What follows belongs to an exercise in optimizing a design on an open flow for small area and a short achievable clock period; a production flow would make more cautious choices.
Function was checked by simulation only, so behaviour that the tests miss may differ from the original.
The flow treats the clock pin as an ideal source, which a real chip does not have.

==> v38 <==
// rotational_cordic
module rotational_cordic (
  output logic data_out_rot,
  output logic [15:0] xprime,
  output logic [15:0] yprime,
  input logic [15:0] x,
  input logic [15:0] y,
  input logic [15:0] theta,
  input logic clk, reset, start
);
clock: 13.0 ns
lec_check: 0
cap_margin: 20
core_margin: 2
core_utilization: 65
cts_cluster_diameter: 60
cts_cluster_size: 25
slew_margin: 20
standard.sh (not shown) runs the stock make flow with config.mk's settings and CLKGATE_MAP_FILE= SYNTH_SCRIPT=/design/flow/synth_recipe.tcl, a recipe that flattens the netlist after the stock synthesis.
==> flow/flow/run.sh <==
#!/bin/bash
set -euo pipefail
export BUFFER_PORTS_ARGS="-buffer_cell sky130_fd_sc_hd__buf_2"
export SETUP_SLACK_MARGIN=9.4
bash standard.sh finish > standard.log 2>&1
==> v5 (differences from v38) <==
CORE_UTILIZATION = 72   (was 65)
==> v11 (differences from v38) <==
==> flow/flow/run.sh (replaced) <==
#!/bin/bash
set -euo pipefail
export BUFFER_PORTS_ARGS="-buffer_cell sky130_fd_sc_hd__buf_2"
export SETUP_SLACK_MARGIN=9.4
export POST_CTS_TCL="$PWD/flow/recover.tcl"
bash standard.sh finish > standard.log 2>&1
==> flow/flow/recover.tcl (new file) <==
# Downsize cells that have timing slack beyond the setup margin (area/power recovery).
log_cmd estimate_parasitics -placement
log_cmd repair_timing -recover_power 100 -setup_margin $::env(SETUP_SLACK_MARGIN)
set result [catch { detailed_placement } msg]
if { $result != 0 } { error "Detailed placement failed after power recovery: $msg" }
check_placement -verbose
==> flow_summary_export.csv <==
group,metric,value,unit
cells_and_area,n_antenna_cell,1,
cells_and_area,fillers,5643,
sta,skew,0.0385,ns
run_status,status,"complete, no violations",
(the above is from v38)
==> flow_summary_export.csv <==
group,metric,value,unit
routing,drt-met1-wl,41.4,mm
run_status,status,"complete, no violations",
cts,cts_tree,"built",
sta,skew,0.0384,ns
cells_and_area,fillers,5643,
sta,timing.final.ws_setup,9.30,ns
(the above is from v11)
==> flow_summary_export.csv <==
group,metric,value,unit
cells_and_area,layout_common_cells,"dfxtp_1, inv_1, ha_1, xnor2_1, xor2_1",
routing,drt-met1-wl,42.4,mm
cells_and_area,fillers,4572,
synth,synth_xor_area_share,12.9,%
run_status,status,"complete, no violations",
synth,synth_top_cell_by_area,"dfxtp_1",
cells_and_area,n_antenna_cell,0,
(the above is from v5)

==> job 7137: inputs <==
rotational_cordic, a different RTL version from the one above (not shown whole).
clock: 13.0 ns
lec_check: 0
cap_margin: 20
core_margin: 2
core_utilization: 65
cts_cluster_diameter: 60
cts_cluster_size: 25
slew_margin: 20
==> flow/flow/run.sh <==
#!/bin/bash
set -euo pipefail
export BUFFER_PORTS_ARGS="-buffer_cell sky130_fd_sc_hd__buf_2"
export SETUP_SLACK_MARGIN=9.4
bash standard.sh finish > standard.log 2>&1
==> job 2976 (differences from job 7137) <==
CORE_UTILIZATION = 75   (was 65)
CTS_CLUSTER_DIAMETER = 100   (was 60)
CTS_CLUSTER_SIZE = 30   (was 25)
==> run notes <==
item                                                                   job 7137      job 2976
Outcome                                        no timing/DRC/antenna violations  no timing/DRC/antenna violations
Placement Setup Slack                                                   9.28 ns       9.09 ns
Hold endpoint                                                            t10[4]         t6[3]
Core area                                                          68,900 sq um  60,100 sq um
Vias in the first global route                                           29,300        30,000
Via count                                                                29,300        29,700
Delay of the slowest cell on the worst path                             0.36 ns       0.37 ns
Clk pin slew, worst setup/hold paths                                    0.09 ns       0.10 ns
Worst slew margin relative to its limit                                   50.8%         44.4%
Post-layout utilization of the core                                       71.5%         80.1%
Clock buffer count from CTS                                                  59            36
Non-clk bufs                                                                102           106
Setup slack on the worst flop-to-flop path                              9.58 ns       9.55 ns
Placed wire-length estimate after detailed placement                  63,800 um     64,800 um
Number of antenna violations at the first check in global routing             1             0

==> ember: inputs <==
rotational_cordic, a different RTL version from the one above (not shown whole).
==> flow/design.v (excerpt) <==
module rotational_cordic (
  output logic data_out_rot,
  output logic [15:0] xprime,
  output logic [15:0] yprime,
  input logic [15:0] x,
  input logic [15:0] y,
  input logic [15:0] theta,
  input logic clk, reset, start
);
==> flow/config.mk <==
export PLATFORM = sky130hd
export DESIGN_NAME = rotational_cordic
export DESIGN_NICKNAME = rotational_cordic
export VERILOG_FILES = /design/flow/design.v
export SDC_FILE = /design/flow/constraint.sdc
export NUM_CORES = 4
export LEC_CHECK = 0
export CAP_MARGIN = 20
export CORE_MARGIN = 2
export CORE_UTILIZATION = 40
export SLEW_MARGIN = 20
==> flow/constraint.sdc <==
create_clock -name core_clock -period 13.0 [get_ports {clk}]
set_input_delay 2.6000 -clock core_clock [delete_from_list [all_inputs] [get_ports {clk}]]
set_output_delay 2.6000 -clock core_clock [all_outputs]
set_load 0.01 [all_outputs]
Scripts as last shown in full above: flow/flow/run.sh
==> onyx: changes against ember <==
--- a/flow/config.mk
+++ b/flow/config.mk
@@ -8,4 +8,6 @@
 export CAP_MARGIN = 20
 export CORE_MARGIN = 2
-export CORE_UTILIZATION = 40
+export CORE_UTILIZATION = 65
+export CTS_CLUSTER_DIAMETER = 45
+export CTS_CLUSTER_SIZE = 32
 export SLEW_MARGIN = 20
==> nickel: changes against ember <==
--- a/flow/config.mk
+++ b/flow/config.mk
@@ -8,4 +8,6 @@
 export CAP_MARGIN = 20
 export CORE_MARGIN = 2
-export CORE_UTILIZATION = 40
+export CORE_UTILIZATION = 65
+export CTS_CLUSTER_DIAMETER = 60
+export CTS_CLUSTER_SIZE = 25
 export SLEW_MARGIN = 20
==> impl_metrics.yaml <==
layout:
  clkbuf_count: 109
  postLayoutCoreUtil_pct: 73.2
  final_area_sq_um: 53500
  seqCellArea_sq_um: 17000
  n_fill_cell: 5525
placed_design:
  routabilityCongestion: 0.851
grt:
  met3_usage_pct: 3.65
detailed_routing:
  drt-wirelength-per-cell_microns: 15.0
  drtIter0Drc: 1155
outcome:
  outcome: "no timing/DRC/antenna violations"
min_path:
  min_delay_worst_endpoint: "t9[2]"
setup_path:
  rr_endpoint: "yk17"
timing:
  worst_slew_pin_slew_ns: 1.08
-- figures above: onyx

==> impl_metrics.yaml <==
min_path:
  min_delay_worst_endpoint: "t9[1]"
layout:
  postLayoutCoreUtil_pct: 71.6
  final_area_sq_um: 52300
  n_fill_cell: 5666
outcome:
  outcome: "no timing/DRC/antenna violations"
detailed_routing:
  drtIter0Drc: 1149
setup_path:
  rr_endpoint: "yk17"
-- figures above: nickel

==> impl_metrics.yaml <==
min_path:
  min_delay_worst_endpoint: "t9[1]"
layout:
  clkbuf_count: 133
  seqCellArea_sq_um: 17000
outcome:
  outcome: "no timing/DRC/antenna violations"
grt:
  met3_usage_pct: 2.49
setup_path:
  rr_endpoint: "xk17"
detailed_routing:
  drtIter0Drc: 946
-- figures above: ember


==> try-amber: inputs <==
Another version of the RTL of rotational_cordic (not shown whole).
==> flow/config.mk <==
export PLATFORM = sky130hd
export DESIGN_NAME = rotational_cordic
export DESIGN_NICKNAME = rotational_cordic
export VERILOG_FILES = /design/flow/design.v
export SDC_FILE = /design/flow/constraint.sdc
export NUM_CORES = 4
export LEC_CHECK = 0
export CAP_MARGIN = 0
export CORE_MARGIN = 2
export CORE_UTILIZATION = 75
export CTS_CLUSTER_DIAMETER = 100
export CTS_CLUSTER_SIZE = 30
export SLEW_MARGIN = 0
==> flow/constraint.sdc <==
create_clock -name core_clock -period 13.0 [get_ports {clk}]
set_input_delay 2.6000 -clock core_clock [delete_from_list [all_inputs] [get_ports {clk}]]
set_output_delay 2.6000 -clock core_clock [all_outputs]
set_load 0.01 [all_outputs]
Scripts as last shown in full above: flow/flow/run.sh
==> try-pepper (differences from try-amber) <==
CAP_MARGIN = 20   (was 0)
CORE_UTILIZATION = 65   (was 75)
CTS_BUF_LIST = sky130_fd_sc_hd__clkbuf_8 sky130_fd_sc_hd__clkbuf_16   (was default)
CTS_CLUSTER_DIAMETER = 60   (was 100)
CTS_CLUSTER_SIZE = 25   (was 30)
SLEW_MARGIN = 20   (was 0)
==> try-lagoon (differences from try-amber) <==
==> flow/flow/run.sh (replaced) <==
#!/bin/bash
set -euo pipefail
export BUFFER_PORTS_ARGS="-buffer_cell sky130_fd_sc_hd__buf_2"
bash standard.sh finish > standard.log 2>&1
CAP_MARGIN = 20   (was 0)
CTS_CLUSTER_DIAMETER = 120   (was 100)
CTS_CLUSTER_SIZE = 28   (was 30)
SLEW_MARGIN = 20   (was 0)
==> impl_results.html <==
<table>
<tr><th>Metric</th><th>Value</th></tr>
<tr><th colspan="2">Setup path</th></tr>
<tr><td>Worst reg2reg path startpoint</td><td>t14[1]$_DFF_P_</td></tr>
<tr><td>Max stage delay cell, worst path</td><td>dfrtp_1</td></tr>
<tr><th colspan="2">Route</th></tr>
<tr><td>Via-to-Cell Ratio</td><td>roughly 5.4</td></tr>
<tr><td>Routed wl met2</td><td>just under 40 mm</td></tr>
<tr><th colspan="2">Cells and area</th></tr>
<tr><td>Final Net Count</td><td>approximately 5300</td></tr>
<tr><td>Highest-count cells in the layout ignoring fill and taps</td><td>788 x dfxtp_1, 555 x inv_1, 510 x ha_1</td></tr>
<tr><th colspan="2">Status</th></tr>
<tr><td>Outcome</td><td>finished clean</td></tr>
<tr><th colspan="2">Place</th></tr>
<tr><td>Final weighted congestion in routability-driven placement</td><td>roughly 0.9</td></tr>
</table>
the above is filed under try-amber

==> impl_results.html <==
<table>
<tr><th>Metric</th><th>Value</th></tr>
<tr><th colspan="2">Status</th></tr>
<tr><td>Outcome</td><td>finished clean</td></tr>
<tr><th colspan="2">Place</th></tr>
<tr><td>Final weighted congestion in routability-driven placement</td><td>0.9020</td></tr>
<tr><th colspan="2">Route</th></tr>
<tr><td>Routed wl met2</td><td>approximately 38 mm</td></tr>
<tr><td>Via-to-Cell Ratio</td><td>around 5.4</td></tr>
<tr><th colspan="2">Cells and area</th></tr>
<tr><td>Highest-count cells in the layout ignoring fill and taps</td><td>811 x dfxtp_1, 556 x inv_1, 511 x ha_1</td></tr>
<tr><td>Final Net Count</td><td>~5300</td></tr>
<tr><th colspan="2">Setup path</th></tr>
<tr><td>Worst reg2reg path startpoint</td><td>t10[5]$_DFF_P_</td></tr>
</table>
the above is filed under try-lagoon

==> impl_results.html <==
<table>
<tr><th>Metric</th><th>Value</th></tr>
<tr><th colspan="2">Status</th></tr>
<tr><td>Outcome</td><td>finished clean</td></tr>
<tr><th colspan="2">Route</th></tr>
<tr><td>Via-to-Cell Ratio</td><td>5.120</td></tr>
<tr><td>Routed wl met2</td><td>37.81 mm</td></tr>
<tr><th colspan="2">Setup path</th></tr>
<tr><td>Worst reg2reg path startpoint</td><td>t14[1]$_DFF_P_</td></tr>
</table>
the above is filed under try-pepper

[static timing again, ports no longer ideal]
The flow's constraints put no driver on any port. The routed layouts listed below were extracted and timed again, unchanged, in two steps.
Step 1 assumes that a clkbuf_16 drives the clock port and a buf_2 every other input.
Step 2 moves the port delays by t, midway between the first and last clock arrival at a register: inputs arrive t later, outputs are due t later. That takes back most of the time a late clock gives input paths.
Slacks: ideal / step 1 / step 2; pairs: ideal / step 1.
run	t, ns	slack for setup (ns)	worst data-port slew with drivers (ns)	pins driven straight from the clock port
v38	0.686	9.295 / 9.229 / 9.645	0.04	1
v5	0.706	9.271 / 9.205 / 9.632	0.04	1
v11	0.686	9.302 / 9.236 / 9.653	0.04	1
job 7137	0.699	9.262 / 9.195 / 9.578	0.04	1
job 2976	0.647	9.313 / 9.248 / 9.547	0.05	1
ember	0.764	9.253 / 9.183 / 9.682	0.05	1
onyx	0.706	9.262 / 9.195 / 9.639	0.06	1
nickel	0.672	9.289 / 9.221 / 9.636	0.06	1
try-amber	0.649	9.303 / 9.242 / 9.440	0.05	1
try-pepper	0.708	9.272 / 9.203 / 9.438	0.06	1
try-lagoon	0.649	9.047 / 9.047 / 9.047	0.04	1
After both steps setup and hold are still met in every run listed.
